Background: an optimization exercise with open tools, aiming at small area. Do not read the settings as production practice. In this exercise RTL edits were held to simulation tests only and were not proved equivalent to the original. Power is estimated from default activity; no workload was simulated.

<file path="flow/config.mk">
export PLATFORM = sky130hd
export DESIGN_NAME = fifo
export DESIGN_NICKNAME = fifo
export VERILOG_FILES = /design/flow/design.v
export SDC_FILE = /design/flow/constraint.sdc
export NUM_CORES = 4
export LEC_CHECK = 0
export CAP_MARGIN = 20
export CORE_MARGIN = 2
export CORE_UTILIZATION = 50
export SLEW_MARGIN = 20
export SYNTH_HIERARCHICAL = 1
export SYNTH_MINIMUM_KEEP_SIZE = 0
</file>
<file path="flow/standard.sh">
#!/bin/bash
# synth_recipe.tcl (not shown) runs the flow's synth.tcl, then flattens the netlist and writes it again
# the make line also repeats each setting of config.mk as NAME=value (left out here)
make -C /OpenROAD-flow-scripts/flow DESIGN_CONFIG=/design/flow/config.mk WORK_HOME=/design/flow/orfs CLKGATE_MAP_FILE= SYNTH_SCRIPT=/design/flow/synth_recipe.tcl "${@:-finish}"
</file>
<file path="flow/constraint.sdc">
create_clock -name core_clock -period 5.0 [get_ports {clk}]
set_input_delay 1.0000 -clock core_clock [delete_from_list [all_inputs] [get_ports {clk}]]
set_output_delay 1.0000 -clock core_clock [all_outputs]
set_load 0.01 [all_outputs]
</file>
<file path="flow/flow/downsize.tcl">
# After floorplan: drop the buffers synthesis inserted and give every
# combinational cell its smallest drive strength. Placement's repair_design and
# the later repair_timing passes add back whatever drive the layout needs.
remove_buffers
set n 0
foreach inst [get_cells *] {
  set master [get_property $inst ref_name]
  if {![regexp {^(sky130_fd_sc_hd__[a-z0-9]+)_([0-9]+)$} $master -> base sz]} { continue }
  if {[regexp {__(df|edf|sdf|dl|tap|fill|decap|conb|clk)} $base]} { continue }
  if {$sz <= 1} { continue }
  set lc [get_lib_cells -quiet ${base}_1]
  if {$lc == ""} { continue }
  replace_cell $inst $lc
  incr n
}
puts "downsize.tcl: resized $n cells to drive strength 1"
</file>
<file path="flow/flow/run.sh">
#!/bin/bash
# Standard ORFS layout with these changes: after floorplan, synthesis buffers
# are removed and cells set to their smallest size (downsize.tcl); port buffers
# use the smallest buffer cell; CTS uses clkbuf_8, larger sink clusters and no
# dummy loads.
set -euo pipefail
here=$(cd "$(dirname "$0")" && pwd)
export POST_FLOORPLAN_TCL="$here/downsize.tcl"
export BUFFER_PORTS_ARGS="-buffer_cell sky130_fd_sc_hd__buf_1"
export CTS_ARGS="-sink_clustering_enable -repair_clock_nets -dont_use_dummy_load -buf_list {sky130_fd_sc_hd__clkbuf_8} -sink_clustering_size 21 -sink_clustering_max_diameter 60"
bash standard.sh > flow_make.log 2>&1
</file>
<file path="flow/design.v">
module fifo(clk, reset_n, rd_en, wr_en, d_in, d_out, full, empty, wr_ack, wr_err, rd_ack, rd_err, data_count, next_data_count);
  input clk, reset_n, rd_en, wr_en;
  input [31:0] d_in;
  output full, empty, wr_ack, wr_err, rd_ack, rd_err;
  output [3:0] data_count, next_data_count;
  output [31:0] d_out;
  reg [3:0] cnt;
  reg wack, rack, err;
  reg [31:0] mem0, mem1, mem2, mem3, mem4, mem5, mem6, mem7;
  wire is_full  = cnt[3];
  wire is_empty = ~(cnt[3] | cnt[2] | cnt[1] | cnt[0]);
  wire do_wr = wr_en & ~is_full;
  wire do_rd = rd_en & ~is_empty & ~do_wr;
  wire do_err = (wr_en & is_full & ~rd_en) | (rd_en & is_empty & ~wr_en);
  wire [3:0] tgl;
  assign tgl[0] = do_wr | do_rd;
  assign tgl[1] = (do_wr & cnt[0]) | (do_rd & ~cnt[0]);
  assign tgl[2] = (do_wr & cnt[0] & cnt[1]) | (do_rd & ~cnt[0] & ~cnt[1]);
  assign tgl[3] = (do_wr & cnt[0] & cnt[1] & cnt[2]) | (do_rd & cnt[3]);
  assign next_data_count = cnt ^ tgl;
  always @(posedge clk or negedge reset_n) begin
    if (!reset_n) begin
      cnt  <= 4'd0;
      wack <= 1'b0;
      rack <= 1'b0;
      err  <= 1'b0;
    end else begin
      cnt  <= next_data_count;
      wack <= do_wr;
      rack <= do_rd;
      err  <= do_err;
    end
  end
  always @(posedge clk) begin
    if (do_wr) begin
      mem0 <= d_in;
      mem1 <= mem0;
      mem2 <= mem1;
      mem3 <= mem2;
      mem4 <= mem3;
      mem5 <= mem4;
      mem6 <= mem5;
      mem7 <= mem6;
    end
  end
  wire [7:0] sel;
  genvar gi;
  generate for (gi = 0; gi < 8; gi = gi + 1) begin : g_sel
    assign sel[gi] = rack & (cnt[2:0] == gi);
  end endgenerate
  genvar gb;
  generate for (gb = 0; gb < 32; gb = gb + 1) begin : g_rd
    fifo_rd_bit rd_bit(.sel(sel),
                       .d({mem7[gb], mem6[gb], mem5[gb], mem4[gb], mem3[gb], mem2[gb], mem1[gb], mem0[gb]}),
                       .q(d_out[gb]));
  end endgenerate
  assign data_count = cnt;
  assign full = is_full;
  assign empty = is_empty;
  assign wr_ack = wack;
  assign rd_ack = rack;
  assign wr_err = err & cnt[3];
  assign rd_err = err & ~cnt[3];
endmodule
module fifo_rd_bit(sel, d, q);
  input [7:0] sel, d;
  output q;
  wire n0, n1;
  fifo_aoi222 a0(.a(sel[2:0]), .b(d[2:0]), .y(n0));
  fifo_aoi222 a1(.a(sel[5:3]), .b(d[5:3]), .y(n1));
  assign q = ~(n0 & n1) | (sel[6] & d[6]) | (sel[7] & d[7]);
endmodule
module fifo_aoi222(a, b, y);
  input [2:0] a, b;
  output y;
  assign y = ~|(a & b);
endmodule
</file>
==> results.ini, run 1 <==
[timing]
rsz0062_at_grt = no
setup_violations = 0
finalCriticalPeriod_ps = 3970
min_period_over_period_pct = 79.4
max_slew_margin_pct = 27.3
holdWs_ps = 384
report.final.slew_viol_count = 0
hold_viol_final = 0
worst_slack_ps = 1030
max_freq_ghz = 0.252
clock_skew_ps = 53.4
tightest_slew_ps = 1090

[floorplan]
ios = 82
dieArea_um2 = 19500
row_count = 49
start_util_pct = 51.1
fp.dieW_um = 140
fp.dieH_um = 140
design.core.area_um2 = 18000

[cells_and_area]
final_cell_mix = edfxtp_1, buf_1, a222oi_1
drive_gt1_share_pct = 6.45
final_cells = 772
fillCellCount = 1432
ff_latch_area_um2 = 7860
nNetsFinal = 581
area_growth_pct = 10.0
multi_input_area_um2 = 1360
final_common_cell = edfxtp_1
antennaDiodeCount = 0

[placement]
pre_cts_ws_ps = 1310
gp_congestion = 0.756
placed_cells = 754
io_buffers = 81
dpl.hpwl_um = 9430

[setup_path]
crit_type = register to primary output
critPathArrivalTime_ps = 2970
cp_slowest_stage_delay_ps = 890
cp_slowest_cell = nor2_4
crit_path_end_kind = primary output
critical_path.max_fanout = 32
crit_buf_inv = 1
cp.depth = 5
crit_chain = nand2_1 -> nor2_4 -> a222oi_1 -> nand3_1 -> buf_1
cp_data_required_time_ps = 4000
critPathTopFamily = simple AND/OR/NAND/NOR gates
rr_worst_depth = 3
start_kind = register

[global_route]
grt_pass1_vias = 4845
grt_pass1_wl_um = 27500
antenna_found_initial = 0
grt.met2_usage_pct = 27.6
met1_usage_pct = 27.3
track_usage_pct = 17.8
busiest_layer = met2
overflow = 0
grt_max_degree = 92
gr-usage-met3_pct = 3.10

[clock_network]
root_buffer = clkbuf_8
postCtsSetupRepairBufs = 0
cts.hold.buffers_added = 0
clkLatencyLatePin_ps = 530
cts-resized-gates = 0
clkSinkCount = 263
cts_htree_levels = 1
numCtsBuffers = 18
clk_pin_slew_ps = 110
cts_tree = done
ctsLongestPathBuffers = 3

[yosys]
synthesis.nets = 477
synthDominantCellAreaShare_pct = 83.5
avgSynthCellArea_um2 = 20.9
synth_area_um2 = 9210
ys_top_cells_by_area = edfxtp_1, a222oi_1, a22oi_1
synth.distinct_cells = 32
ys_ff_latch = 263
synth_warnings = 7
netlist_instances = 441
ys_seq_area_share_pct = 85.4
yosys.area.top_type = edfxtp_1

[drt]
drtIter0Drc = 689
drc = 0
vias = 4879
firstDrtPassIters = 6
wire_per_inst_um = 23.0
postRouteAntennaNets = 0
routed_via_density = 6.32
drt_wl_total_um = 17700

[outcome]
outcome = finished clean

[pwr]
powerDensity_nw_per_um2 = 442
ir_worst_vdd_v = 0.000273
p_total_mw = 4.48
p_leak_nw = 3.26

[min_path]
hp-class = input port to asynchronous set/reset pin

[flow_run]
maxCapViolations = 0

-- metal layers --
| layer | wire, um | vias up |
|---|---|---|
| met3 | 1410 | 19 |
| met2 | 8350 | 216 |
| met4 | 214 | 0 |
| met1 | 7760 | 2471 |
| li1 | - | 2173 |
| met5 | 0 | - |
-- registers in the layout, summed over array words and instances (netlist names) --
signal and count:
mem0 32, mem1 32, mem2 32, mem3 32, mem4 32, mem5 32
mem6 32, mem7 32, cnt 4, err 1, rack 1, wack 1
-- area by class of cell --
cell class	instances	area share, %
Tap cell	229	2.83
Inverter	2	0.0741
Timing Repair Buffer	89	3.63
Sequential cell	263	77.6
Multi-Input combinational cell	171	13.4
Clock buffer	18	2.44
-- modules after synthesis, one instance, submodules excluded --
module	times used	area [um^2]
fifo	1	8170
fifo_rd_bit	32	12.5
fifo_aoi222	64	10.0
-- metrics by stage --
step	TNS [ps]	cell area, um^2	utilization [%]
floorplan	-87170	9220	-
global placement	0	9880	54.8
detailed placement	0	9880	54.8
CTS	0	10100	56.2
global route	0	10100	56.2
finish	0	10100	56.2
-- worst register-to-register path, cell delays in order, from the launching register on --
cell	delay, ps
dfrtp_1	570
nor2b_4	210
buf_4	690
buf_6	750
-- synthesized netlist by cell type --
cell and number:
o21ai_1 1, nor2b_2 1, o211ai_1 1, a211oi_1 2, a222oi_1 64, inv_1 2
mux2i_1 1, nor3b_2 1, nor3_1 3, a221oi_2 1, a32o_1 2, buf_4 1
and3b_1 1, nor2b_1 1, dfrtp_1 7, nor2_1 9, nand2b_1 3, a22oi_1 32
and2b_2 1, nor4_1 2, a21o_1 1, a21oi_1 2, xor2_1 1, buf_2 4
edfxtp_1 256, and2_1 1, nand3_1 32, o21ai_0 1, or4b_1 1, nand2_1 4
or3_1 1, nand4_1 1
-- path summary, 6_finish.rpt --
check	start	end	slack, ps
worst max register to register	cnt[3]	mem5[5]	2360
max in group asynchronous	reset_n	wack	4320
worst max-delay path	cnt[0]	d_out[23]	1030
min in group core_clock	mem6[27]	mem7[27]	430
worst min register to register	mem6[27]	mem7[27]	430
worst min-delay path	reset_n	rack	380
-- power by group --
part           switching [mW]  internal [mW]
logic                   0.419          0.207
registers               0.168           2.76
clock network           0.602          0.327
-- cells by family after synthesis --
logic type             after synthesis  share of synthesized area, %
AO/OA/AOI/OAI                      107                          10.5
XOR/XNOR                             1                        0.0951
buffers and inverters                7                         0.380
flip-flops                         263                          85.4
multiplexers                         1                         0.109
AND/OR/NAND/NOR                     62                          3.57
==> run 2: changes to the inputs <==
--- a/flow/flow/run.sh
+++ b/flow/flow/run.sh
@@ -7,5 +7,5 @@
 here=$(cd "$(dirname "$0")" && pwd)
 export POST_FLOORPLAN_TCL="$here/downsize.tcl"
 export BUFFER_PORTS_ARGS="-buffer_cell sky130_fd_sc_hd__buf_1"
-export CTS_ARGS="-sink_clustering_enable -repair_clock_nets -dont_use_dummy_load -buf_list {sky130_fd_sc_hd__clkbuf_8} -sink_clustering_size 21 -sink_clustering_max_diameter 60"
+export CTS_ARGS="-sink_clustering_enable -repair_clock_nets -dont_use_dummy_load -buf_list {sky130_fd_sc_hd__clkbuf_8} -sink_clustering_size 20 -sink_clustering_max_diameter 70"
 bash standard.sh > flow_make.log 2>&1
==> flow/config.mk (replaced) <==
export PLATFORM = sky130hd
export DESIGN_NAME = fifo
export DESIGN_NICKNAME = fifo
export VERILOG_FILES = /design/flow/design.v
export SDC_FILE = /design/flow/constraint.sdc
export NUM_CORES = 4
export LEC_CHECK = 0
export CAP_MARGIN = 0
export CORE_MARGIN = 2
export CORE_UTILIZATION = 40
export SLEW_MARGIN = 0
export SYNTH_HIERARCHICAL = 1
export SYNTH_MINIMUM_KEEP_SIZE = 0
==> run 2 against run 1 <==
Effect of this change: synthesized area did not move; flip-flop and latch count stayed put; die area grew 24%; global-route usage down 2.9 points; worst setup slack worse by 77 ps; clock power decreased by 2%.
==> results.ini, run 2 <==
[clock_network]
root_buffer = clkbuf_8
cts_tree = done
cts_htree_levels = 1  ; unchanged
cts.hold.buffers_added = 0  ; unchanged
clkSinkCount = 263  ; unchanged
clk_pin_slew_ps = 110  ; about the same
cts-resized-gates = 0  ; unchanged
postCtsSetupRepairBufs = 0  ; unchanged
ctsLongestPathBuffers = 3  ; unchanged
clkLatencyLatePin_ps = 520  ; about the same
numCtsBuffers = 17  ; -1

[placement]
dpl.hpwl_um = 9600  ; +1.8%
io_buffers = 81  ; unchanged
gp_congestion = 0.719  ; -4.9%
placed_cells = 806  ; +6.9%

[cells_and_area]
antennaDiodeCount = 0  ; unchanged
final_cells = 823  ; +6.6%
area_growth_pct = 10.4
final_common_cell = edfxtp_1
nNetsFinal = 576  ; -0.86%
drive_gt1_share_pct = 5.58  ; -0.87 points
postLayoutCoreUtil_pct = 44.9  ; -11 points
final_cell_mix = edfxtp_1, buf_1, a222oi_1

[timing]
setup_violations = 0  ; unchanged
hold_viol_final = 0  ; unchanged
report.final.slew_viol_count = 0  ; unchanged
finalCriticalPeriod_ps = 4050  ; +77.0 ps
fin_setup_tns_ps = 0  ; unchanged
max_slew_margin_pct = 26.4  ; -0.96 points
holdWs_ps = 360  ; -24.2 ps
max_freq_ghz = 0.247  ; -1.9%
clock_skew_ps = 68.7  ; +15.3 ps
tightest_slew_ps = 1100  ; +14.3 ps
min_period_over_period_pct = 80.9  ; +1.5 points
rsz0062_at_grt = no

[setup_path]
crit_type = register to primary output
crit_chain = nand2_1 -> nor2_4 -> a222oi_1 -> nand3_1 -> buf_1
cp_slowest_cell = nor2_4
critical_path.max_fanout = 32  ; unchanged
critPathTopFamily = simple AND/OR/NAND/NOR gates
cp_data_required_time_ps = 4000  ; about the same
cp_slowest_stage_delay_ps = 900  ; about the same
start_kind = register
crit_path_end_kind = primary output
critPathArrivalTime_ps = 3050  ; +80 ps
crit_buf_inv = 1  ; unchanged

[yosys]
netlist_instances = 441  ; unchanged
synth_area_um2 = 9210  ; unchanged
synth_edf_count = 256  ; unchanged
synth-compound-area-share_pct = 10.5  ; unchanged
yosys.area.top_type = edfxtp_1
synthesis.nets = 477  ; unchanged
yosys.area_share.adder_pct = 0  ; unchanged
synthDominantCellAreaShare_pct = 83.5  ; unchanged
avgSynthCellArea_um2 = 20.9  ; unchanged
yosys.area_share.simple_pct = 3.57  ; unchanged
ys_ff_latch = 263  ; unchanged
ys_top_cells_by_area = edfxtp_1, a222oi_1, a22oi_1
synth_mux_area_share_pct = 0.109  ; unchanged
ys_seq_area_share_pct = 85.4  ; unchanged
synth.distinct_cells = 32  ; unchanged
synth_top_family_by_area = compound AO/OA/AOI/OAI gates
synthXorXnorAreaFrac_pct = 0.0951  ; unchanged
synth_common_cells = edfxtp_1, a222oi_1, a22oi_1, nand3_1, nor2_1
dominantRegCellSynth = edfxtp_1
async_reset_ff_share_pct = 2.66  ; unchanged
synth.most_common_cell = edfxtp_1
synth_warnings = 7  ; unchanged

[drt]
vias = 4907  ; +0.57%
postRouteAntennaNets = 0  ; unchanged
firstDrtPassIters = 5  ; -1
wire_per_inst_um = 22.5  ; -2.2%
routed_via_density = 5.96  ; -5.7%
drtIter0Drc = 712  ; +3.3%
drt_wl_total_um = 18500  ; +4.3%
drc = 0  ; unchanged

[global_route]
overflow = 0  ; unchanged
grt_pass1_vias = 4767  ; -1.6%
met1_usage_pct = 22.1  ; -5.2 points
track_usage_pct = 14.9  ; -2.9 points
busiest_layer = met2
grt_max_degree = 195  ; +110%
antenna_found_initial = 0  ; unchanged
gr-usage-met3_pct = 2.97  ; -0.12 points
grt.met2_usage_pct = 23.4  ; -4.1 points
grt_pass1_wl_um = 28400  ; +3.4%

[flow_run]
maxCapViolations = 0  ; unchanged

[outcome]
outcome = finished clean

[floorplan]
start_util_pct = 40.7  ; -10 points
dieArea_um2 = 24300  ; +24%
ios = 82  ; unchanged
fp.dieW_um = 156  ; +11%
design.core.area_um2 = 22600  ; +26%
fp.dieH_um = 156  ; +11%
row_count = 55  ; +12%

[pwr]
p_leak_nw = 3.23  ; -0.75%
powerDensity_nw_per_um2 = 441  ; -0.28%
ir_worst_vdd_v = 0.000202  ; -26%
p_total_mw = 4.48  ; about the same

[min_path]
hp-class = input port to asynchronous set/reset pin

==> run 2: cell count changes in the layout (fill, tap and decap cells not counted), sizes merged <==
cell / before / now
buf: 89 / 85
clkbuf: 18 / 17
==> run 2: metal layers <==
layer | part of all wire (%) | up-vias | routed length, um
met2 | 46 | 241 | 8580
met3 | 8.4 | 16 | 1550
met5 | 0 | - | 0
li1 | - | 2161 | -
met4 | 1.4 | 0 | 252
met1 | 44 | 2489 | 8120
==> run 2: final cells by class <==
cell class | count | area, um^2
well taps | 285 | 357
inverters | 2 | 7.51
clock buffers | 17 | 234
fillers | 1933 | 12500
multi-input cells | 171 | 1360
flip-flops and latches | 263 | 7860
repair buffers | 85 | 347
==> run 2: power breakdown <==
part           total, mW  switching (mW)  internal [mW]
Combinational      0.641           0.437          0.203
Sequential          2.93           0.170           2.76
Clock              0.915           0.605          0.309
Total               4.48            1.21           3.27
==> run 2: worst paths after layout <==
path                       startpoint        end  slack, ps  cells after the start
max                            cnt[0]  d_out[11]        950                      5
min                           reset_n     cnt[3]        360                      1
max reg2reg                    cnt[3]   mem0[31]       2150                      3
min reg2reg                  mem2[13]   mem3[13]        380                      0
max in group asynchronous     reset_n     cnt[2]       4370                      1
min in group core_clock      mem2[13]   mem3[13]        380                      0
==> run 2: metrics by stage <==
| step | instance area, um^2 | setup WS (ps) |
|---|---|---|
| 2_1_floorplan | 9220 | -1380 |
| 3_3_place_gp | 9930 | 1610 |
| 3_5_place_dp | 9930 | 1520 |
| 4_1_cts | 10200 | 937 |
| 5_1_grt | 10200 | 783 |
| 6_report | 10200 | 954 |
==> run 2: kinds of logic after synthesis <==
| kind of cell | count (synthesis) |
|---|---|
| XOR/XNOR | 1 |
| multiplexers | 1 |
| AND/OR/NAND/NOR | 62 |
| flip-flops | 263 |
| AO/OA/AOI/OAI | 107 |
| buffers and inverters | 7 |
==> run 2: per-module statistics from Yosys, one instance, submodules excluded <==
| module | cells inside | flops+latches |
|---|---|---|
| fifo | 313 | 263 |
| fifo_rd_bit | 2 | 0 |
| fifo_aoi222 | 1 | 0 |
==> run 3: changes to the inputs <==
--- a/flow/config.mk
+++ b/flow/config.mk
@@ -5,9 +5,9 @@
 export SDC_FILE = /design/flow/constraint.sdc
 export NUM_CORES = 4
 export LEC_CHECK = 0
-export CAP_MARGIN = 0
+export CAP_MARGIN = 20
 export CORE_MARGIN = 2
 export CORE_UTILIZATION = 40
-export SLEW_MARGIN = 0
+export SLEW_MARGIN = 20
 export SYNTH_HIERARCHICAL = 1
 export SYNTH_MINIMUM_KEEP_SIZE = 0
==> run 3 against run 2 <==
Effect of this change: still clean; critical path depth is the same; global-route usage stayed put; non-clock buffer count is the same; cell count stayed put; core utilization stayed put; largest power group unchanged; highest routed layer unchanged.
==> results.ini, run 3 <==
[outcome]
outcome = finished clean

[yosys]
yosys.area_share.simple_pct = 3.57  ; unchanged
synthDominantCellAreaShare_pct = 83.5  ; unchanged
ys_top_cells_by_area = edfxtp_1, a222oi_1, a22oi_1
synth-compound-area-share_pct = 10.5  ; unchanged
synth_area_um2 = 9210  ; unchanged
dominantRegCellSynth = edfxtp_1
ys_ff_latch = 263  ; unchanged
avgSynthCellArea_um2 = 20.9  ; unchanged
synth_edf_count = 256  ; unchanged
ys_seq_area_share_pct = 85.4  ; unchanged
synthXorXnorAreaFrac_pct = 0.0951  ; unchanged
synthesis.nets = 477  ; unchanged
synth_top_family_by_area = compound AO/OA/AOI/OAI gates
yosys.area.top_type = edfxtp_1
synth.most_common_cell = edfxtp_1
synth.distinct_cells = 32  ; unchanged
netlist_instances = 441  ; unchanged
async_reset_ff_share_pct = 2.66  ; unchanged
synth_mux_area_share_pct = 0.109  ; unchanged
synth_warnings = 7  ; unchanged
synth_common_cells = edfxtp_1, a222oi_1, a22oi_1, nand3_1, nor2_1
yosys.area_share.adder_pct = 0  ; unchanged

[drt]
met3_length_um = 1550  ; unchanged
drtIter0Drc = 712  ; unchanged
routed_via_density = 5.96  ; unchanged
top_layer = met4
dr_wl_met2_um = 8580  ; unchanged
drt_wl_total_um = 18500  ; unchanged
wire_per_inst_um = 22.5  ; unchanged
wl_met1_um = 8120  ; unchanged
vias = 4907  ; unchanged
postRouteAntennaNets = 0  ; unchanged
drc = 0  ; unchanged
firstDrtPassIters = 5  ; unchanged

[global_route]
grt_max_degree = 195  ; unchanged
grt_pass1_wl_um = 28400  ; unchanged
grt_pass1_vias = 4767  ; unchanged
antenna_found_initial = 0  ; unchanged
track_usage_pct = 14.9  ; unchanged
overflow = 0  ; unchanged

[setup_path]
crit_chain = nand2_1 -> nor2_4 -> a222oi_1 -> nand3_1 -> buf_1
cp_slowest_stage_delay_ps = 900  ; about the same
crit_type = register to primary output
critical_path.max_fanout = 32  ; unchanged
cp_slowest_cell = nor2_4
critPathArrivalTime_ps = 3050  ; about the same
start_kind = register
cp_data_required_time_ps = 4000  ; about the same
crit_path_end_kind = primary output

[clock_network]
cts.hold.buffers_added = 0  ; unchanged
root_buffer = clkbuf_8
clk_pin_slew_ps = 110  ; about the same
postCtsSetupRepairBufs = 0  ; unchanged
numCtsBuffers = 17  ; unchanged
clkLatencyLatePin_ps = 520  ; about the same
cts-resized-gates = 0  ; unchanged
ctsLongestPathBuffers = 3  ; unchanged
cts_htree_levels = 1  ; unchanged
clkSinkCount = 263  ; unchanged
cts_tree = done

[placement]
gp_congestion = 0.719  ; unchanged
dpl_cell_area_um2 = 9930  ; unchanged
io_buffers = 81  ; unchanged
dpl.hpwl_um = 9600  ; unchanged

[flow_run]
maxCapViolations = 0  ; unchanged

[floorplan]
ios = 82  ; unchanged
fp.dieH_um = 156  ; unchanged
dieArea_um2 = 24300  ; unchanged
fp.dieW_um = 156  ; unchanged
start_util_pct = 40.7  ; unchanged
row_count = 55  ; unchanged
design.core.area_um2 = 22600  ; unchanged

[timing]
hold_viol_final = 0  ; unchanged
report.final.slew_viol_count = 0  ; unchanged
setup_violations = 0  ; unchanged
clock_skew_ps = 68.7  ; unchanged
rsz0062_at_grt = no
holdWs_ps = 360  ; unchanged
min_period_over_period_pct = 80.9  ; unchanged
max_freq_ghz = 0.247  ; unchanged
max_slew_margin_pct = 26.4  ; unchanged
finalCriticalPeriod_ps = 4050  ; unchanged
tightest_slew_ps = 1100  ; unchanged

[cells_and_area]
drive_gt1_share_pct = 5.58  ; unchanged
nNetsFinal = 576  ; unchanged
area_growth_pct = 10.4  ; unchanged
fillCellCount = 1933  ; unchanged
design_area_um2 = 10200  ; unchanged
final_cell_mix = edfxtp_1, buf_1, a222oi_1
final_common_cell = edfxtp_1
antennaDiodeCount = 0  ; unchanged

[pwr]
p_leak_nw = 3.23  ; unchanged
powerDensity_nw_per_um2 = 441  ; unchanged
ir_worst_vdd_v = 0.000202  ; unchanged

[min_path]
hp-class = input port to asynchronous set/reset pin

==> run 3: Yosys stat by module, one instance, submodules excluded <==
module | cells inside | flops+latches | copies in the design | area [um^2]
fifo | 313 | 263 | 1 | 8170
fifo_aoi222 | 1 | 0 | 64 | 10.0
fifo_rd_bit | 2 | 0 | 32 | 12.5
==> run 3: worst paths after layout <==
kind,to,slack (ps),cells after the start,start
min in group core_clock,mem3[13],380,0,mem2[13]
worst min-delay path,cnt[3],360,1,reset_n
max in group asynchronous,cnt[2],4370,1,reset_n
worst max-delay path,d_out[11],950,5,cnt[0]
worst max register to register,mem0[31],2150,3,cnt[3]
worst min register to register,mem3[13],380,0,mem2[13]
==> run 3: final cells by class <==
cell class                      count  area (um^2)  area share [%]
Inverter                            2         7.51          0.0738
Multi-Input combinational cell    171         1360            13.4
Tap cell                          285          357            3.51
Clock buffer                       17          234            2.30
Timing Repair Buffer               85          347            3.41
Sequential cell                   263         7860            77.3
==> run 3: stage by stage <==
step	setup TNS [ps]	setup WS [ps]	power (mW)	util, %	cells
floorplan	-87170	-1380	3.34	-	441
global route	0	783	4.70	44.9	823
finish	0	954	4.48	44.9	823
CTS	0	937	4.54	44.9	823
detailed placement	0	1520	3.62	43.9	806
global placement	0	1610	3.59	43.9	806
==> run 3: critical path: cells and delay by family, from the launching register on <==
| kind | cells | cell delay [ps] |
|---|---|---|
| AOI/OAI and AO/OA | 1 | 290 |
| buffers and inverters | 1 | 180 |
| and+or+nand+nor | 3 | 1440 |
| DFF | 1 | 610 |
==> run 3: report_power, final <==
group	leakage, nW	switching (mW)	internal [mW]
logic	0.521	0.437	0.203
clock network	0.122	0.605	0.309
registers	2.59	0.170	2.76
==> run 3: cells by family after synthesis <==
| family | after synthesis |
|---|---|
| flip-flops | 263 |
| buffers and inverters | 7 |
| XOR/XNOR | 1 |
| AO/OA/AOI/OAI | 107 |
| AND/OR/NAND/NOR | 62 |
| multiplexers | 1 |
==> run 3: routing by layer <==
layer,vias to the layer above,global-route usage (%)
met5,-,0
met1,2489,22.1
met4,0,2.66
met3,16,2.97
li1,2161,-
met2,241,23.4
==> run 4: changes to the inputs <==
==> flow/flow/run.sh (replaced) <==
#!/bin/bash
# Standard ORFS layout with these changes: after floorplan, synthesis buffers
# are removed and cells set to their smallest size (downsize.tcl); port buffers
# use the smallest buffer cell; CTS uses small clock buffers in small sink
# clusters and adds no dummy loads.
set -euo pipefail
here=$(cd "$(dirname "$0")" && pwd)
export POST_FLOORPLAN_TCL="$here/downsize.tcl"
export BUFFER_PORTS_ARGS="-buffer_cell sky130_fd_sc_hd__buf_1"
export CTS_ARGS="-sink_clustering_enable -repair_clock_nets -dont_use_dummy_load -buf_list {sky130_fd_sc_hd__clkbuf_4} -sink_clustering_size 11 -sink_clustering_max_diameter 50"
bash standard.sh > flow_make.log 2>&1
==> run 4 against run 3 <==
Effect of this change: still clean on timing, DRC and antenna; first-iteration DRC count up 13%; design area down 0.16%; clock-buffer cell count up 12; power down 0.42%; cell count up 1.5%; critical endpoint unchanged; highest routed layer unchanged.
==> results.ini, run 4 <==
[drt]
drc = 0  ; unchanged
drt_wl_total_um = 18700  ; +1.3%
wire_per_inst_um = 22.4  ; -0.14%
routed_via_density = 5.99  ; +0.49%
firstDrtPassIters = 8  ; +3
vias = 5003  ; +2.0%
drtIter0Drc = 808  ; +13%
postRouteAntennaNets = 0  ; unchanged

[floorplan]
fp.dieW_um = 156  ; unchanged
design.core.area_um2 = 22600  ; unchanged
dieArea_um2 = 24300  ; unchanged
fp.dieH_um = 156  ; unchanged
start_util_pct = 40.7  ; unchanged
row_count = 55  ; unchanged
ios = 82  ; unchanged

[yosys]
dominantRegCellSynth = edfxtp_1
synth_area_um2 = 9210  ; unchanged
synth_common_cells = edfxtp_1, a222oi_1, a22oi_1, nand3_1, nor2_1
netlist_instances = 441  ; unchanged
synth_edf_count = 256  ; unchanged
async_reset_ff_share_pct = 2.66  ; unchanged
ys_seq_area_share_pct = 85.4  ; unchanged
synth.most_common_cell = edfxtp_1
ys_top_cells_by_area = edfxtp_1, a222oi_1, a22oi_1
synthDominantCellAreaShare_pct = 83.5  ; unchanged
avgSynthCellArea_um2 = 20.9  ; unchanged
ys_ff_latch = 263  ; unchanged
synthesis.nets = 477  ; unchanged
synth.distinct_cells = 32  ; unchanged
yosys.area.top_type = edfxtp_1
synth_warnings = 7  ; unchanged

[setup_path]
crit_path_end_kind = primary output
critPathTopFamily = simple AND/OR/NAND/NOR gates
crit_chain = nand2b_1 -> nor2_4 -> a222oi_1 -> nand3_1 -> buf_1
cp_slowest_cell = nor2_4
start_kind = register
timing.rr.start = cnt[3]
cp_slowest_stage_delay_ps = 950  ; +50 ps
cp_data_required_time_ps = 4000  ; about the same
critPathLaunch = cnt[0]
crit_type = register to primary output
critical_path.max_fanout = 32  ; unchanged
crit_buf_inv = 1  ; unchanged
critPathArrivalTime_ps = 3210  ; +160 ps

[timing]
max_slew_margin_pct = 23.8  ; -2.6 points
min_period_over_period_pct = 84.3  ; +3.4 points
report.final.slew_viol_count = 0  ; unchanged
finalCriticalPeriod_ps = 4210  ; +169 ps
max_freq_ghz = 0.237  ; -4.0%
hold_viol_final = 0  ; unchanged
clock_skew_ps = 68.5  ; -0.235 ps
tightest_slew_ps = 1140  ; +38.4 ps
rsz0062_at_grt = no
setup_violations = 0  ; unchanged

[placement]
dpl.hpwl_um = 9600  ; unchanged
placed_cells = 806  ; unchanged
gp_congestion = 0.719  ; unchanged
io_buffers = 81  ; unchanged

[pwr]
p_int_mw = 3.23  ; -1.3%
p_leak_nw = 3.24  ; +0.35%
ir_worst_vdd_v = 0.000187  ; -7.1%
switching_share_pct = 27.7  ; +0.67 points
p_clk_share_pct = 20.1  ; -0.3 points
powerDensity_nw_per_um2 = 440  ; -0.26%
comb_power_share_pct = 14.3  ; about the same
p_switching_mw = 1.24  ; +2.1%
power_frac_seq_pct = 65.6  ; +0.3 points
p_total_mw = 4.47  ; -0.42%

[cells_and_area]
drive_gt1_share_pct = 7.64  ; +2.1 points
final_cells = 835  ; +1.5%
nNetsFinal = 588  ; +2.1%
fillCellCount = 1939  ; +0.31%
final_common_cell = edfxtp_1
area_growth_pct = 10.2
final_cell_mix = edfxtp_1, buf_1, a222oi_1
antennaDiodeCount = 0  ; unchanged

[min_path]
hp-class = input port to asynchronous set/reset pin

[clock_network]
postCtsSetupRepairBufs = 0  ; unchanged
clk_pin_slew_ps = 120  ; about the same
numCtsBuffers = 29  ; +12
cts_tree = done
cts.hold.buffers_added = 0  ; unchanged
cts-resized-gates = 0  ; unchanged
clkSinkCount = 263  ; unchanged
clkLatencyLatePin_ps = 680  ; +160 ps
cts_htree_levels = 1  ; unchanged
root_buffer = clkbuf_4
ctsLongestPathBuffers = 3  ; unchanged

[global_route]
busiest_layer = met2
track_usage_pct = 15.1  ; +0.15 points
grt_pass1_vias = 4898  ; +2.7%
grt.met2_usage_pct = 23.7  ; +0.25 points
grt_max_degree = 195  ; unchanged
antenna_found_initial = 0  ; unchanged
overflow = 0  ; unchanged
gr-usage-met3_pct = 3.00  ; +0.028 points
met1_usage_pct = 22.1  ; unchanged
grt_pass1_wl_um = 28800  ; +1.3%

[outcome]
outcome = finished clean

[flow_run]
maxCapViolations = 0  ; unchanged

run 4: cell count changes in the layout (fill, tap and decap cells not counted), sizes merged:
cell / previous run / this run
clkbuf: 17 / 29
run 4: final timing paths:
kind	end	slack [ps]	cells past startpoint
worst max-delay path	d_out[11]	790	5
worst min-delay path	cnt[0]	220	1
worst max register to register	mem0[10]	2160	3
worst min register to register	mem5[29]	380	0
max in group asynchronous	cnt[2]	4510	1
min in group core_clock	mem5[29]	380	0
run 4: logic make-up after synthesis:
group,share of synthesized area [%]
AO/OA/AOI/OAI,10.5
XOR/XNOR,0.0951
buffers and inverters,0.380
flip-flops,85.4
multiplexers,0.109
AND/OR/NAND/NOR,3.57
run 4: layout make-up:
| class | instances | area [um^2] | share of cell area [%] |
|---|---|---|---|
| inverters | 2 | 7.51 | 0.0739 |
| multi-input cells | 171 | 1360 | 13.4 |
| well taps | 285 | 357 | 3.51 |
| repair buffers | 85 | 347 | 3.41 |
| clock buffers | 29 | 218 | 2.14 |
| flip-flops and latches | 263 | 7860 | 77.4 |
run 4: power groups by stage:
stage                     clock network (mW)  logic (mW)  registers [mW]
after floorplan                            0       0.415            2.92
after global placement                     0       0.636            2.95
after detailed placement                   0       0.647            2.97
after CTS                              0.937       0.650            2.93
after global routing                    1.01       0.703            2.97
final                                  0.897       0.641            2.93
run 4: metal layers:
metal	vias to the layer above	part of all wire (%)	wire, um
li1	2192	-	-
met1	2520	43	8050
met2	265	47	8730
met3	26	8.8	1640
met4	0	1.7	311
met5	-	0	0
run 4: through the flow:
step           util [%]  cell area [um^2]  hold WS, ps  TNS (ps)  worst slack [ps]
5_1_grt            44.8             10200          219         0               628
4_1_cts            44.8             10200          185         0               776
6_report           44.8             10200          218         0               785
3_3_place_gp       43.9              9930          428         0              1610
2_1_floorplan         -              9220          425    -87170             -1380
3_5_place_dp       43.9              9930          433         0              1520
run 4: Yosys stat by module, one instance, submodules excluded:
module       flops+latches  area [um^2]  copies in the design  cells inside
fifo_aoi222              0         10.0                    64             1
fifo                   263         8170                     1           313
fifo_rd_bit              0         12.5                    32             2
==> run 5: changes to the inputs <==
--- a/flow/flow/run.sh
+++ b/flow/flow/run.sh
@@ -7,5 +7,5 @@
 here=$(cd "$(dirname "$0")" && pwd)
 export POST_FLOORPLAN_TCL="$here/downsize.tcl"
 export BUFFER_PORTS_ARGS="-buffer_cell sky130_fd_sc_hd__buf_1"
-export CTS_ARGS="-sink_clustering_enable -repair_clock_nets -dont_use_dummy_load -buf_list {sky130_fd_sc_hd__clkbuf_4} -sink_clustering_size 11 -sink_clustering_max_diameter 50"
+export CTS_ARGS="-sink_clustering_enable -repair_clock_nets -dont_use_dummy_load -buf_list {sky130_fd_sc_hd__clkbuf_4} -sink_clustering_size 10 -sink_clustering_max_diameter 40"
 bash standard.sh > flow_make.log 2>&1
--- a/flow/config.mk
+++ b/flow/config.mk
@@ -7,7 +7,7 @@
 export LEC_CHECK = 0
 export CAP_MARGIN = 20
 export CORE_MARGIN = 2
-export CORE_UTILIZATION = 40
+export CORE_UTILIZATION = 55
 export SLEW_MARGIN = 20
 export SYNTH_HIERARCHICAL = 1
 export SYNTH_MINIMUM_KEEP_SIZE = 0
==> run 5 against run 4 <==
Effect of this change: routed wire length decreased by 8.5%; first-iteration DRC count decreased by 17%; critical path depth is 1 higher; fmax is 6.5% higher; design area hardly changed; synthesized cell count is the same; sequential power barely moved; register-to-register slack better by 720 ps; largest cell class unchanged; non-clock buffer count up 1; worst hold slack gained 90 ps; clock power increased by 8.6%; critical endpoint is now d_out[10]; combinational power fell by 3.3%.
==> results.ini, run 5 <==
[pwr]
comb_power_share_pct = 13.7  ; -0.6 points
p_switching_mw = 1.22  ; -1.6%
p_int_mw = 3.30  ; +2.3%
powerDensity_nw_per_um2 = 445  ; +1.2%
p_leak_nw = 3.28  ; +1.2%
ir_worst_vdd_v = 0.000228  ; +22%
power_frac_seq_pct = 64.7  ; -0.9 points
p_clk_share_pct = 21.6  ; +1.5 points
switching_share_pct = 26.9  ; -0.78 points

[yosys]
ys_seq_area_share_pct = 85.4  ; unchanged
async_reset_ff_share_pct = 2.66  ; unchanged
dominantRegCellSynth = edfxtp_1
netlist_instances = 441  ; unchanged
ys_ff_latch = 263  ; unchanged
synth.distinct_cells = 32  ; unchanged
yosys.area.top_type = edfxtp_1
synth.most_common_cell = edfxtp_1
avgSynthCellArea_um2 = 20.9  ; unchanged
synth_edf_count = 256  ; unchanged
synth_area_um2 = 9210  ; unchanged
synth_common_cells = edfxtp_1, a222oi_1, a22oi_1, nand3_1, nor2_1
synthesis.nets = 477  ; unchanged
ys_top_cells_by_area = edfxtp_1, a222oi_1, a22oi_1
synth_warnings = 7  ; unchanged
synthDominantCellAreaShare_pct = 83.5  ; unchanged

[cells_and_area]
multi_input_area_um2 = 1360  ; unchanged
final_cells = 779  ; -6.7%
final_common_cell = edfxtp_1
design_area_um2 = 10100  ; about the same
fillCellCount = 1228  ; -37%
drive_gt1_share_pct = 8.96  ; +1.3 points
nNetsFinal = 596  ; +1.4%
ff_latch_area_um2 = 7860  ; unchanged
postLayoutCoreUtil_pct = 61.6  ; +17 points
final_cell_mix = edfxtp_1, buf_1, a222oi_1
area_growth_pct = 10.1  ; about the same

[setup_path]
cp_data_required_time_ps = 4000  ; about the same
r2r_end = mem2[30]
crit_type = register to primary output
critical_path.max_fanout = 23  ; -28%
ff2ff_setup_slack_ps = 2880  ; +720 ps
timing.rr.start = cnt[3]
critPathArrivalTime_ps = 2960  ; -250 ps
start_kind = register
rr_worst_depth = 2  ; -1
crit_path_end_kind = primary output

[global_route]
grt_max_degree = 170  ; -13%
met1_usage_pct = 28.5  ; +6.4 points
grt_pass1_wl_um = 27100  ; -5.8%
track_usage_pct = 19.6  ; +4.6 points
grt_pass1_vias = 4970  ; +1.5%
grt.met2_usage_pct = 30.5  ; +6.8 points
antenna_found_initial = 1  ; +1
busiest_layer = met2
gr-usage-met3_pct = 3.96  ; +0.96 points
overflow = 0  ; unchanged

[placement]
dpl_cell_area_um2 = 9870  ; -0.62%
placed_cells = 742  ; -7.9%
gp_congestion = 0.707  ; -1.6%
dpl.hpwl_um = 8910  ; -7.1%
io_buffers = 81  ; unchanged

[min_path]
hp-class = input port to asynchronous set/reset pin

[timing]
tightest_slew_ps = 1080  ; -58.5 ps
setup_violations = 0  ; unchanged
hold_viol_final = 0  ; unchanged
report.final.slew_viol_count = 0  ; unchanged
max_slew_margin_pct = 27.9  ; +4.1 points
finalCriticalPeriod_ps = 3960  ; -257 ps
max_freq_ghz = 0.253  ; +6.5%
clock_skew_ps = 49.4  ; -19.0 ps
min_period_over_period_pct = 79.2  ; -5.1 points
fin_setup_tns_ps = 0  ; unchanged
rsz0062_at_grt = no

[clock_network]
numCtsBuffers = 36  ; +24%
clkSinkCount = 263  ; unchanged
clkLatencyLatePin_ps = 610  ; -70 ps
clk_pin_slew_ps = 70  ; -50 ps
cts.hold.buffers_added = 0  ; unchanged
cts_htree_levels = 2  ; +1
cts_tree = done
cts-resized-gates = 0  ; unchanged
postCtsSetupRepairBufs = 0  ; unchanged
root_buffer = clkbuf_4
ctsLongestPathBuffers = 3  ; unchanged

[drt]
wire_per_inst_um = 22.0  ; -1.9%
drc = 0  ; unchanged
routed_via_density = 6.38  ; +6.4%
drtIter0Drc = 674  ; -17%
vias = 4968  ; -0.70%
firstDrtPassIters = 6  ; -2
postRouteAntennaNets = 0  ; unchanged
drt_wl_total_um = 17100  ; -8.5%

[floorplan]
start_util_pct = 55.9  ; +15 points
fp.dieH_um = 133  ; -14%
ios = 82  ; unchanged
fp.dieW_um = 133  ; -14%
row_count = 47  ; -15%
design.core.area_um2 = 16500  ; -27%
dieArea_um2 = 17800  ; -27%

[outcome]
outcome = finished clean

[flow_run]
maxCapViolations = 0  ; unchanged

[run 5: how the worst max path moves through the flow]
stage,start,end,cells after the start
floorplan,wr_en,next_data_count[2],3
global placement,cnt[0],d_out[10],6
global route,cnt[1],d_out[4],5
finish,cnt[0],d_out[10],6
CTS,cnt[0],d_out[28],5
detailed placement,cnt[0],d_out[28],5
[run 5: worst max-delay path, stage by stage (launching register included)]
cell and delay [ps]:
dfrtp_1 590, nand2_1 310, nor3_2 750, buf_12 270
a222oi_1 90, nand3_1 200, buf_1 170
[run 5: through the flow]
stage	hold slack [ps]	worst slack, ps	power [mW]
after detailed placement	432	1630	3.60
after global placement	430	1660	3.57
after floorplan	425	-1380	3.34
after CTS	273	991	4.58
final	307	1040	4.52
after global routing	303	860	4.74
[run 5: cell type report]
type	instances	share of cell area, %
diodes	1	0.0247
clock buffers	36	2.66
inverters	2	0.0740
multi-input cells	171	13.4
flip-flops and latches	263	77.5
well taps	220	2.71
repair buffers	86	3.61
[run 5: kinds of logic after synthesis]
kind of cell | Yosys count | share of synthesized area (%)
buffers and inverters | 7 | 0.380
AO/OA/AOI/OAI | 107 | 10.5
flip-flops | 263 | 85.4
AND/OR/NAND/NOR | 62 | 3.57
multiplexers | 1 | 0.109
XOR/XNOR | 1 | 0.0951
[run 5: power groups by stage]
stage / Clock, mW / Sequential [mW] / Combinational [mW]
after floorplan: 0 / 2.92 / 0.415
after global placement: 0 / 2.96 / 0.617
after detailed placement: 0 / 2.97 / 0.629
after CTS: 1.02 / 2.92 / 0.630
after global routing: 1.10 / 2.96 / 0.678
final: 0.974 / 2.92 / 0.620
[run 5: layer usage]
layer,wire [um],vias to the layer above
met2,8250,172
met5,0,-
met3,1070,33
met4,337,0
met1,7490,2544
li1,-,2219
[run 5: Yosys stat by module, one instance, submodules excluded]
module,cell area (um^2),copies in the design
fifo,8170,1
fifo_aoi222,10.0,64
fifo_rd_bit,12.5,32
==> run 6: changes to the inputs <==
==> flow/flow/run.sh (replaced) <==
#!/bin/bash
# Standard ORFS layout with these changes: after floorplan, synthesis buffers
# are removed and cells set to their smallest size (downsize.tcl); port buffers
# use the smallest buffer cell; CTS uses clkbuf_8, larger sink clusters and no
# dummy loads.
set -euo pipefail
here=$(cd "$(dirname "$0")" && pwd)
export POST_FLOORPLAN_TCL="$here/downsize.tcl"
export BUFFER_PORTS_ARGS="-buffer_cell sky130_fd_sc_hd__buf_1"
export CTS_ARGS="-sink_clustering_enable -repair_clock_nets -dont_use_dummy_load -buf_list {sky130_fd_sc_hd__clkbuf_4 sky130_fd_sc_hd__clkbuf_8} -root_buf sky130_fd_sc_hd__clkbuf_4 -sink_clustering_buffer sky130_fd_sc_hd__clkbuf_8 -sink_clustering_size 20 -sink_clustering_max_diameter 70"
bash standard.sh > flow_make.log 2>&1
--- a/flow/config.mk
+++ b/flow/config.mk
@@ -7,7 +7,7 @@
 export LEC_CHECK = 0
 export CAP_MARGIN = 20
 export CORE_MARGIN = 2
-export CORE_UTILIZATION = 55
+export CORE_UTILIZATION = 40
 export SLEW_MARGIN = 20
 export SYNTH_HIERARCHICAL = 1
 export SYNTH_MINIMUM_KEEP_SIZE = 0
==> run 6 against run 5 <==
Effect of this change: synthesized area is the same; non-clock buffer count shrank 1; clock power fell by 9.2%; global-route usage fell by 4.7 points; critical endpoint is now d_out[11].
==> results.ini, run 6 <==
[floorplan]
dieArea_um2 = 24300  ; +36%
design.core.area_um2 = 22600  ; +38%
start_util_pct = 40.7  ; -15 points
fp.dieW_um = 156  ; +17%
fp.dieH_um = 156  ; +17%
row_count = 55  ; +17%
ios = 82  ; unchanged

[setup_path]
cp_slowest_stage_delay_ps = 910  ; +160 ps
critPathArrivalTime_ps = 3180  ; +220 ps
crit_path_end_kind = primary output
start_kind = register
crit_chain = nand2_1 -> nor2_4 -> a222oi_1 -> nand3_1 -> buf_1
cp_slowest_cell = nor2_4
cp_data_required_time_ps = 4000  ; about the same
critical_path.max_fanout = 32  ; +39%
crit_type = register to primary output

[drt]
vias = 4868  ; -2.0%
firstDrtPassIters = 6  ; unchanged
wire_per_inst_um = 22.4  ; +1.9%
drtIter0Drc = 743  ; +10%
drc = 0  ; unchanged
drt_wl_total_um = 18500  ; +7.8%
routed_via_density = 5.91  ; -7.4%
postRouteAntennaNets = 0  ; unchanged

[pwr]
ir_worst_vdd_v = 0.000201  ; -12%
p_total_mw = 4.45  ; -1.4%
powerDensity_nw_per_um2 = 439  ; -1.5%
p_leak_nw = 3.23  ; -1.8%

[global_route]
antenna_found_initial = 1  ; unchanged
grt_pass1_vias = 4766  ; -4.1%
overflow = 0  ; unchanged
track_usage_pct = 14.9  ; -4.7 points
grt_pass1_wl_um = 28400  ; +4.7%
grt_max_degree = 195  ; +15%

[placement]
placed_cells = 806  ; +8.6%
dpl_cell_area_um2 = 9930  ; +0.62%
io_buffers = 81  ; unchanged
dpl.hpwl_um = 9600  ; +7.7%
gp_congestion = 0.719  ; +1.7%

[yosys]
synthXorXnorAreaFrac_pct = 0.0951  ; unchanged
yosys.area_share.adder_pct = 0  ; unchanged
ys_ff_latch = 263  ; unchanged
synth_area_um2 = 9210  ; unchanged
synth_mux_area_share_pct = 0.109  ; unchanged
dominantRegCellSynth = edfxtp_1
synth.distinct_cells = 32  ; unchanged
yosys.area.top_type = edfxtp_1
synthesis.nets = 477  ; unchanged
synth.most_common_cell = edfxtp_1
avgSynthCellArea_um2 = 20.9  ; unchanged
ys_top_cells_by_area = edfxtp_1, a222oi_1, a22oi_1
synthDominantCellAreaShare_pct = 83.5  ; unchanged
synth_edf_count = 256  ; unchanged
synth-compound-area-share_pct = 10.5  ; unchanged
synth_common_cells = edfxtp_1, a222oi_1, a22oi_1, nand3_1, nor2_1
yosys.area_share.simple_pct = 3.57  ; unchanged
synth_top_family_by_area = compound AO/OA/AOI/OAI gates
netlist_instances = 441  ; unchanged
synth_warnings = 7  ; unchanged
async_reset_ff_share_pct = 2.66  ; unchanged
ys_seq_area_share_pct = 85.4  ; unchanged

[clock_network]
clkSinkCount = 263  ; unchanged
cts.hold.buffers_added = 0  ; unchanged
numCtsBuffers = 17  ; -53%
clk_pin_slew_ps = 110  ; +40 ps
cts_tree = done
ctsLongestPathBuffers = 3  ; unchanged
root_buffer = clkbuf_4
clkLatencyLatePin_ps = 630  ; +20 ps
postCtsSetupRepairBufs = 0  ; unchanged
cts_htree_levels = 1  ; -1
cts-resized-gates = 0  ; unchanged

[cells_and_area]
area_growth_pct = 10.2  ; about the same
final_cells = 824  ; +5.8%
design_area_um2 = 10200  ; about the same
fillCellCount = 1941  ; +58%
final_common_cell = edfxtp_1
nNetsFinal = 576  ; -3.4%
drive_gt1_share_pct = 5.58  ; -3.4 points
final_cell_mix = edfxtp_1, buf_1, a222oi_1

[timing]
rsz0062_at_grt = no
clock_skew_ps = 81.5  ; +32.0 ps
hold_viol_final = 0  ; unchanged
tightest_slew_ps = 1120  ; +35.0 ps
min_period_over_period_pct = 83.5  ; +4.4 points
setup_violations = 0  ; unchanged
max_slew_margin_pct = 25.4  ; -2.5 points
fin_setup_tns_ps = 0  ; unchanged
max_freq_ghz = 0.239  ; -5.2%
holdWs_ps = 244  ; -62.8 ps
finalCriticalPeriod_ps = 4180  ; +219 ps
report.final.slew_viol_count = 0  ; unchanged

[flow_run]
maxCapViolations = 0  ; unchanged

[outcome]
outcome = finished clean

[min_path]
hp-class = input port to asynchronous set/reset pin

run 6: metrics by stage:
| step | util (%) | setup slack, ps |
|---|---|---|
| after floorplan | - | -1380 |
| after global placement | 43.9 | 1610 |
| after detailed placement | 43.9 | 1520 |
| after CTS | 44.8 | 812 |
| after global routing | 44.8 | 674 |
| final | 44.8 | 823 |
run 6: kinds of logic (layout without fill, tap and decap cells):
group,after synthesis,in the layout
flip-flops,263,263
AO/OA/AOI/OAI,107,107
AND/OR/NAND/NOR,62,62
buffers and inverters,7,104
XOR/XNOR,1,1
multiplexers,1,1
other,0,1
run 6: path summary, 6_finish.rpt:
| check | start | to | slack (ps) | cells after the start |
|---|---|---|---|---|
| max | cnt[0] | d_out[11] | 820 | 5 |
| min in group core_clock | mem2[13] | mem3[13] | 380 | 0 |
| min reg2reg | mem2[13] | mem3[13] | 380 | 0 |
| min | reset_n | cnt[3] | 240 | 1 |
| max in group asynchronous | reset_n | cnt[2] | 4480 | 1 |
| max reg2reg | cnt[3] | mem0[9] | 2140 | 3 |
run 6: power breakdown:
| part | switching, mW | total, mW | leakage, nW | internal, mW |
|---|---|---|---|---|
| Combinational | 0.437 | 0.640 | 0.521 | 0.203 |
| Clock | 0.605 | 0.884 | 0.114 | 0.279 |
| Sequential | 0.170 | 2.93 | 2.59 | 2.76 |
run 6: cell type report:
| cell class | instances | area [um^2] | share of cell area (%) |
|---|---|---|---|
| multi-input cells | 171 | 1360 | 13.4 |
| clock buffers | 17 | 215 | 2.12 |
| inverters | 2 | 7.51 | 0.0739 |
| diodes | 1 | 2.50 | 0.0246 |
| flip-flops and latches | 263 | 7860 | 77.4 |
| repair buffers | 85 | 347 | 3.41 |
| well taps | 285 | 357 | 3.51 |
run 6: per-module statistics from Yosys (local to each module, per instance):
module | flip-flops and latches | cells | times used
fifo | 263 | 313 | 1
fifo_aoi222 | 0 | 1 | 64
fifo_rd_bit | 0 | 2 | 32
run 6: layer usage:
metal  share of wire [%]  GRT usage (%)  wire length (um)  vias up
met3                 8.0           2.72              1480       20
met2                  46           23.5              8570      225
met4                 1.8           3.01               341        0
met1                  44           22.0              8090     2461
met5                   0              0                 0        -
li1                    -              -                 -     2162
run 6: critical path: cells and delay by family, from the launching register on:
kind	cells	cell delay (ps)
flops	1	610
compound gates	1	290
buf+inv	1	180
simple gates	3	1450
==> run 7: changes to the inputs <==
--- a/flow/design.v
+++ b/flow/design.v
@@ -7,17 +7,24 @@
   reg [3:0] cnt;
   reg wack, rack, err;
   reg [31:0] mem0, mem1, mem2, mem3, mem4, mem5, mem6, mem7;
-  wire is_full  = cnt[3];
-  wire is_empty = ~(cnt[3] | cnt[2] | cnt[1] | cnt[0]);
-  wire do_wr = wr_en & ~is_full;
-  wire do_rd = rd_en & ~is_empty & ~do_wr;
-  wire do_err = (wr_en & is_full & ~rd_en) | (rd_en & is_empty & ~wr_en);
-  wire [3:0] tgl;
-  assign tgl[0] = do_wr | do_rd;
-  assign tgl[1] = (do_wr & cnt[0]) | (do_rd & ~cnt[0]);
-  assign tgl[2] = (do_wr & cnt[0] & cnt[1]) | (do_rd & ~cnt[0] & ~cnt[1]);
-  assign tgl[3] = (do_wr & cnt[0] & cnt[1] & cnt[2]) | (do_rd & cnt[3]);
-  assign next_data_count = cnt ^ tgl;
+  wire is_full = cnt[3];
+  wire is_empty, do_wr, do_rd, do_err, no_req, act;
+  fifo_nor4  g_empty(.a(cnt[3]), .b(cnt[2]), .c(cnt[1]), .d(cnt[0]), .y(is_empty));
+  fifo_andn  g_dowr(.a(wr_en), .b(cnt[3]), .y(do_wr));                  
+  fifo_nor2a g_dord(.a(do_wr), .b(is_empty), .c(rd_en), .y(do_rd));     
+  fifo_nor2  g_noreq(.a(wr_en), .b(rd_en), .y(no_req));
+  fifo_nor3  g_err(.a(do_wr), .b(do_rd), .c(no_req), .y(do_err));     
+  fifo_nor2  g_act(.a(no_req), .b(do_err), .y(act));                  
+  wire m1n, c01, n01, t2n, w3;
+  fifo_xor2  g_n0(.a(cnt[0]), .b(act), .y(next_data_count[0]));
+  fifo_mux2i g_m1(.s(cnt[0]), .a0(do_rd), .a1(do_wr), .y(m1n));
+  fifo_xnor2 g_n1(.a(cnt[1]), .b(m1n), .y(next_data_count[1]));
+  fifo_and2  g_c01(.a(cnt[0]), .b(cnt[1]), .y(c01));
+  fifo_nor2  g_n01(.a(cnt[0]), .b(cnt[1]), .y(n01));
+  fifo_aoi22 g_t2(.a1(do_wr), .a2(c01), .b1(do_rd), .b2(n01), .y(t2n));
+  fifo_xnor2 g_n2(.a(cnt[2]), .b(t2n), .y(next_data_count[2]));
+  fifo_and3  g_w3(.a(do_wr), .b(c01), .c(cnt[2]), .y(w3));
+  fifo_ndc3  g_n3(.full(cnt[3]), .rd(do_rd), .w3(w3), .y(next_data_count[3]));
   always @(posedge clk or negedge reset_n) begin
     if (!reset_n) begin
       cnt  <= 4'd0;
@@ -44,9 +51,15 @@
     end
   end
   wire [7:0] sel;
+  wire [3:0] sel_lo;
+  fifo_sel_lo g_sl0(.r(rack), .c1(cnt[1]), .c0(cnt[0]), .y(sel_lo[0]));
+  fifo_sel_lo g_sl1(.r(rack), .c1(cnt[1]), .c0(~cnt[0]), .y(sel_lo[1]));
+  fifo_sel_lo g_sl2(.r(rack), .c1(~cnt[1]), .c0(cnt[0]), .y(sel_lo[2]));
+  fifo_sel_lo g_sl3(.r(rack), .c1(~cnt[1]), .c0(~cnt[0]), .y(sel_lo[3]));
   genvar gi;
-  generate for (gi = 0; gi < 8; gi = gi + 1) begin : g_sel
-    assign sel[gi] = rack & (cnt[2:0] == gi);
+  generate for (gi = 0; gi < 4; gi = gi + 1) begin : g_sel
+    fifo_andn g_lo(.a(sel_lo[gi]), .b(cnt[2]), .y(sel[gi]));
+    fifo_and2 g_hi(.a(sel_lo[gi]), .b(cnt[2]), .y(sel[gi + 4]));
   end endgenerate
   genvar gb;
   generate for (gb = 0; gb < 32; gb = gb + 1) begin : g_rd
@@ -59,8 +72,8 @@
   assign empty = is_empty;
   assign wr_ack = wack;
   assign rd_ack = rack;
-  assign wr_err = err & cnt[3];
-  assign rd_err = err & ~cnt[3];
+  fifo_and2 g_werr(.a(err), .b(cnt[3]), .y(wr_err));
+  fifo_andn g_rerr(.a(err), .b(cnt[3]), .y(rd_err));
 endmodule
 module fifo_rd_bit(sel, d, q);
   input [7:0] sel, d;
@@ -75,3 +88,68 @@
   output y;
   assign y = ~|(a & b);
 endmodule
+module fifo_nor4(a, b, c, d, y);
+  input a, b, c, d;
+  output y;
+  assign y = ~(a | b | c | d);
+endmodule
+module fifo_nor3(a, b, c, y);
+  input a, b, c;
+  output y;
+  assign y = ~(a | b | c);
+endmodule
+module fifo_nor2(a, b, y);
+  input a, b;
+  output y;
+  assign y = ~(a | b);
+endmodule
+module fifo_nor2a(a, b, c, y);
+  input a, b, c;
+  output y;
+  assign y = c & ~(a | b);
+endmodule
+module fifo_andn(a, b, y);
+  input a, b;
+  output y;
+  assign y = a & ~b;
+endmodule
+module fifo_and2(a, b, y);
+  input a, b;
+  output y;
+  assign y = a & b;
+endmodule
+module fifo_and3(a, b, c, y);
+  input a, b, c;
+  output y;
+  assign y = a & b & c;
+endmodule
+module fifo_xor2(a, b, y);
+  input a, b;
+  output y;
+  assign y = a ^ b;
+endmodule
+module fifo_xnor2(a, b, y);
+  input a, b;
+  output y;
+  assign y = ~(a ^ b);
+endmodule
+module fifo_mux2i(s, a0, a1, y);
+  input s, a0, a1;
+  output y;
+  assign y = ~(s ? a1 : a0);
+endmodule
+module fifo_aoi22(a1, a2, b1, b2, y);
+  input a1, a2, b1, b2;
+  output y;
+  assign y = ~((a1 & a2) | (b1 & b2));
+endmodule
+module fifo_ndc3(full, rd, w3, y);
+  input full, rd, w3;
+  output y;
+  assign y = (full & ~rd) | w3;
+endmodule
+module fifo_sel_lo(r, c1, c0, y);
+  input r, c1, c0;
+  output y;
+  assign y = r & ~c1 & ~c0;
+endmodule
==> run 7 against run 6 <==
Effect of this change: first-iteration DRC count grew 13%; clock power barely moved; core utilization shrank 0.30 points; synthesized area shrank 0.11%; largest power group unchanged; design area down 0.66%; largest cell class unchanged; worst hold slack better by 6.8 ps.
==> results.ini, run 7 <==
[pwr]
p_total_mw = 5.14  ; +15%
p_leak_nw = 3.19  ; -1.1%
powerDensity_nw_per_um2 = 510  ; +16%
ir_worst_vdd_v = 0.000568  ; +180%

[floorplan]
dieArea_um2 = 24200  ; -0.10%
start_util_pct = 40.6  ; -0.044 points
fp.dieH_um = 156  ; about the same
ios = 82  ; unchanged
design.core.area_um2 = 22600  ; unchanged
row_count = 55  ; unchanged
fp.dieW_um = 156  ; about the same

[global_route]
grt_pass1_vias = 4719  ; -0.99%
overflow = 0  ; unchanged
grt_pass1_wl_um = 27600  ; -2.5%
track_usage_pct = 14.7  ; -0.19 points
antenna_found_initial = 0  ; -1
grt_max_degree = 167  ; -14%

[yosys]
synth_edf_count = 256  ; unchanged
ys_top_cells_by_area = edfxtp_1, a222oi_1, a22oi_1
ys_ff_latch = 263  ; unchanged
ys_seq_area_share_pct = 85.5  ; +0.093 points
synth.distinct_cells = 19  ; -41%
synth.most_common_cell = edfxtp_1
synth_common_cells = edfxtp_1, a222oi_1, a22oi_1, nand3_1, dfrtp_1
synth_warnings = 7  ; unchanged
async_reset_ff_share_pct = 2.66  ; unchanged
synthDominantCellAreaShare_pct = 83.5  ; +0.091 points
dominantRegCellSynth = edfxtp_1
synthesis.nets = 460  ; -3.6%
avgSynthCellArea_um2 = 21.7  ; +3.9%
yosys.area.top_type = edfxtp_1
synth_area_um2 = 9200  ; -0.11%
netlist_instances = 424  ; -3.9%

[clock_network]
cts-resized-gates = 0  ; unchanged
cts.hold.buffers_added = 0  ; unchanged
clkLatencyLatePin_ps = 610  ; -20 ps
cts_tree = done
root_buffer = clkbuf_4
cts_htree_levels = 1  ; unchanged
clk_pin_slew_ps = 120  ; about the same
numCtsBuffers = 17  ; unchanged
postCtsSetupRepairBufs = 0  ; unchanged
clkSinkCount = 263  ; unchanged
ctsLongestPathBuffers = 3  ; unchanged

[setup_path]
r2r_end = mem0[27]
critical_path.max_fanout = 32  ; unchanged
cp_data_required_time_ps = 4000  ; about the same
critPathArrivalTime_ps = 3090  ; -90 ps
crit_type = register to primary output
crit_path_end_kind = primary output
timing.rr.start = cnt[3]
start_kind = register
ff2ff_setup_slack_ps = 2430  ; +290 ps
rr_worst_depth = 3  ; unchanged

[drt]
routed_via_density = 5.99  ; +1.3%
drtIter0Drc = 840  ; +13%
vias = 4843  ; -0.51%
drc = 0  ; unchanged
firstDrtPassIters = 7  ; +1
drt_wl_total_um = 18100  ; -1.9%
wire_per_inst_um = 22.4  ; -0.11%
postRouteAntennaNets = 0  ; unchanged

[timing]
setup_violations = 0  ; unchanged
worst_slack_ps = 915  ; +91.4 ps
min_period_over_period_pct = 81.7  ; -1.8 points
max_freq_ghz = 0.245  ; +2.2%
fin_setup_tns_ps = 0  ; unchanged
tightest_slew_ps = 1090  ; -21.9 ps
report.final.slew_viol_count = 0  ; unchanged
hold_viol_final = 0  ; unchanged
rsz0062_at_grt = no
clock_skew_ps = 27.4  ; -54.1 ps
holdWs_ps = 251  ; +6.84 ps
finalCriticalPeriod_ps = 4090  ; -91.4 ps
max_slew_margin_pct = 26.9  ; +1.5 points

[cells_and_area]
area_growth_pct = 9.60
postLayoutCoreUtil_pct = 44.5  ; -0.30 points
final_cells = 809  ; -1.8%
fillCellCount = 1929  ; -0.62%
design_area_um2 = 10100  ; -0.66%
drive_gt1_share_pct = 5.53  ; -0.042 points
final_cell_mix = edfxtp_1, buf_1, a222oi_1
antennaDiodeCount = 0  ; -1
final_common_cell = edfxtp_1
nNetsFinal = 562  ; -2.4%

[placement]
gp_congestion = 0.768  ; +6.9%
dpl_cell_area_um2 = 9840  ; -0.97%
dpl.hpwl_um = 9450  ; -1.6%
io_buffers = 81  ; unchanged
placed_cells = 791  ; -1.9%
pre_cts_ws_ps = 1370  ; -149 ps

[outcome]
outcome = finished clean

[min_path]
hp-class = input port to asynchronous set/reset pin

[flow_run]
maxCapViolations = 0  ; unchanged

## run 7: changes by cell type in the layout (fill, tap and decap cells not counted), moves of 3 or more
cell,change
nor3b_1,+4
nor2b_4,+4
and2_2,+4
nor2_4,-6
nand2b_1,-3
nand2_1,-4
buf_4,-3
## run 7: how the worst max path moves through the flow
stage	end	slack (ps)	cells past startpoint	from
after global placement	next_data_count[0]	1450	7	wr_en
after floorplan	next_data_count[0]	-1820	5	wr_en
after global routing	d_out[15]	640	6	cnt[0]
final	d_out[19]	910	6	cnt[0]
after detailed placement	next_data_count[0]	1370	7	wr_en
after CTS	d_out[19]	850	6	cnt[1]
## run 7: kinds of logic after synthesis
kind of cell    Yosys count  synth area share, %
xor+xnor                  3                0.286
mux                       1                0.109
buf+inv                   4                0.204
simple gates             55                 4.16
flops                   263                 85.5
compound gates           98                 9.79
## run 7: final cells by class
class / count / area (um^2) / share of cell area (%)
multi-input combinational: 157 / 1280 / 12.7
sequential: 263 / 7860 / 78.0
timing repair buffer: 84 / 363 / 3.60
clock buffer: 17 / 215 / 2.13
tap: 285 / 357 / 3.54
inverter: 3 / 11.3 / 0.112
## run 7: Yosys stat by module (local to each module, per instance), excerpt
module | flops+latches | cell area [um^2] | cells inside | copies in the design
fifo_sel_lo | 0 | 12.5 | 1 | 4
fifo_nor4 | 0 | 12.5 | 1 | 1
fifo_ndc3 | 0 | 11.3 | 2 | 1
fifo_mux2i | 0 | 10.0 | 1 | 1
fifo_xor2 | 0 | 8.76 | 1 | 1
fifo_xnor2 | 0 | 8.76 | 1 | 2
fifo_and3 | 0 | 6.26 | 1 | 1
fifo_nor2 | 0 | 3.75 | 1 | 3
## run 7: where the power goes
part / leakage (nW) / internal [mW] / switching (mW)
sequential: 2.56 / 3.08 / 0.253
clock: 0.114 / 0.280 / 0.602
combinational: 0.519 / 0.274 / 0.653
total: 3.19 / 3.63 / 1.51
## run 7: critical path, stage by stage (launching register included)
cell	delay [ps]
dfrtp_1	550
inv_1	100
nor3b_1	250
nor2b_4	910
a222oi_1	280
nand3_1	180
buf_1	190
## run 7: layer usage
| layer | GRT usage (%) | up-vias | part of all wire, % |
|---|---|---|---|
| li1 | - | 2103 | - |
| met1 | 22.2 | 2500 | 43 |
| met2 | 22.5 | 220 | 47 |
| met3 | 2.64 | 20 | 8.2 |
| met4 | 3.49 | 0 | 1.5 |
| met5 | 0 | - | 0 |

separate check: timing with driven ports:
No port has a modelled driver above. Below, the same layouts with a new extraction and two added sets of constraints.
Step 1 sets driving cells, clkbuf_16 on the clock port and buf_2 on the other inputs (assumed; they add their load-dependent delay and slew).
Step 2 also shifts input and output timing later by t, the mid clock arrival at the registers, as if the neighbouring blocks saw the same clock.
Three values: ideal, step 1, step 2; two values: the first two.
run	t (ns)	setup slack, ns	clock arrival spread, ns	worst register clock-pin slew, ns	pins driven straight from the clock port
run 1	0.543	1.031 / 0.993 / 1.334	0.054 / 0.054	0.12 / 0.12	1
run 2	0.523	0.954 / 0.916 / 1.439	0.077 / 0.078	0.12 / 0.12	1
run 3	0.523	0.954 / 0.916 / 1.439	0.077 / 0.078	0.12 / 0.12	1
run 4	0.680	0.785 / 0.749 / 1.429	0.069 / 0.068	0.12 / 0.12	1
run 5	0.621	1.042 / 1.003 / 1.623	0.055 / 0.055	0.11 / 0.11	1
run 6	0.631	0.823 / 0.786 / 1.417	0.090 / 0.090	0.12 / 0.12	1
run 7	0.630	0.915 / 0.880 / 1.464	0.032 / 0.032	0.12 / 0.12	1
After both steps setup and hold are still met in every run listed.
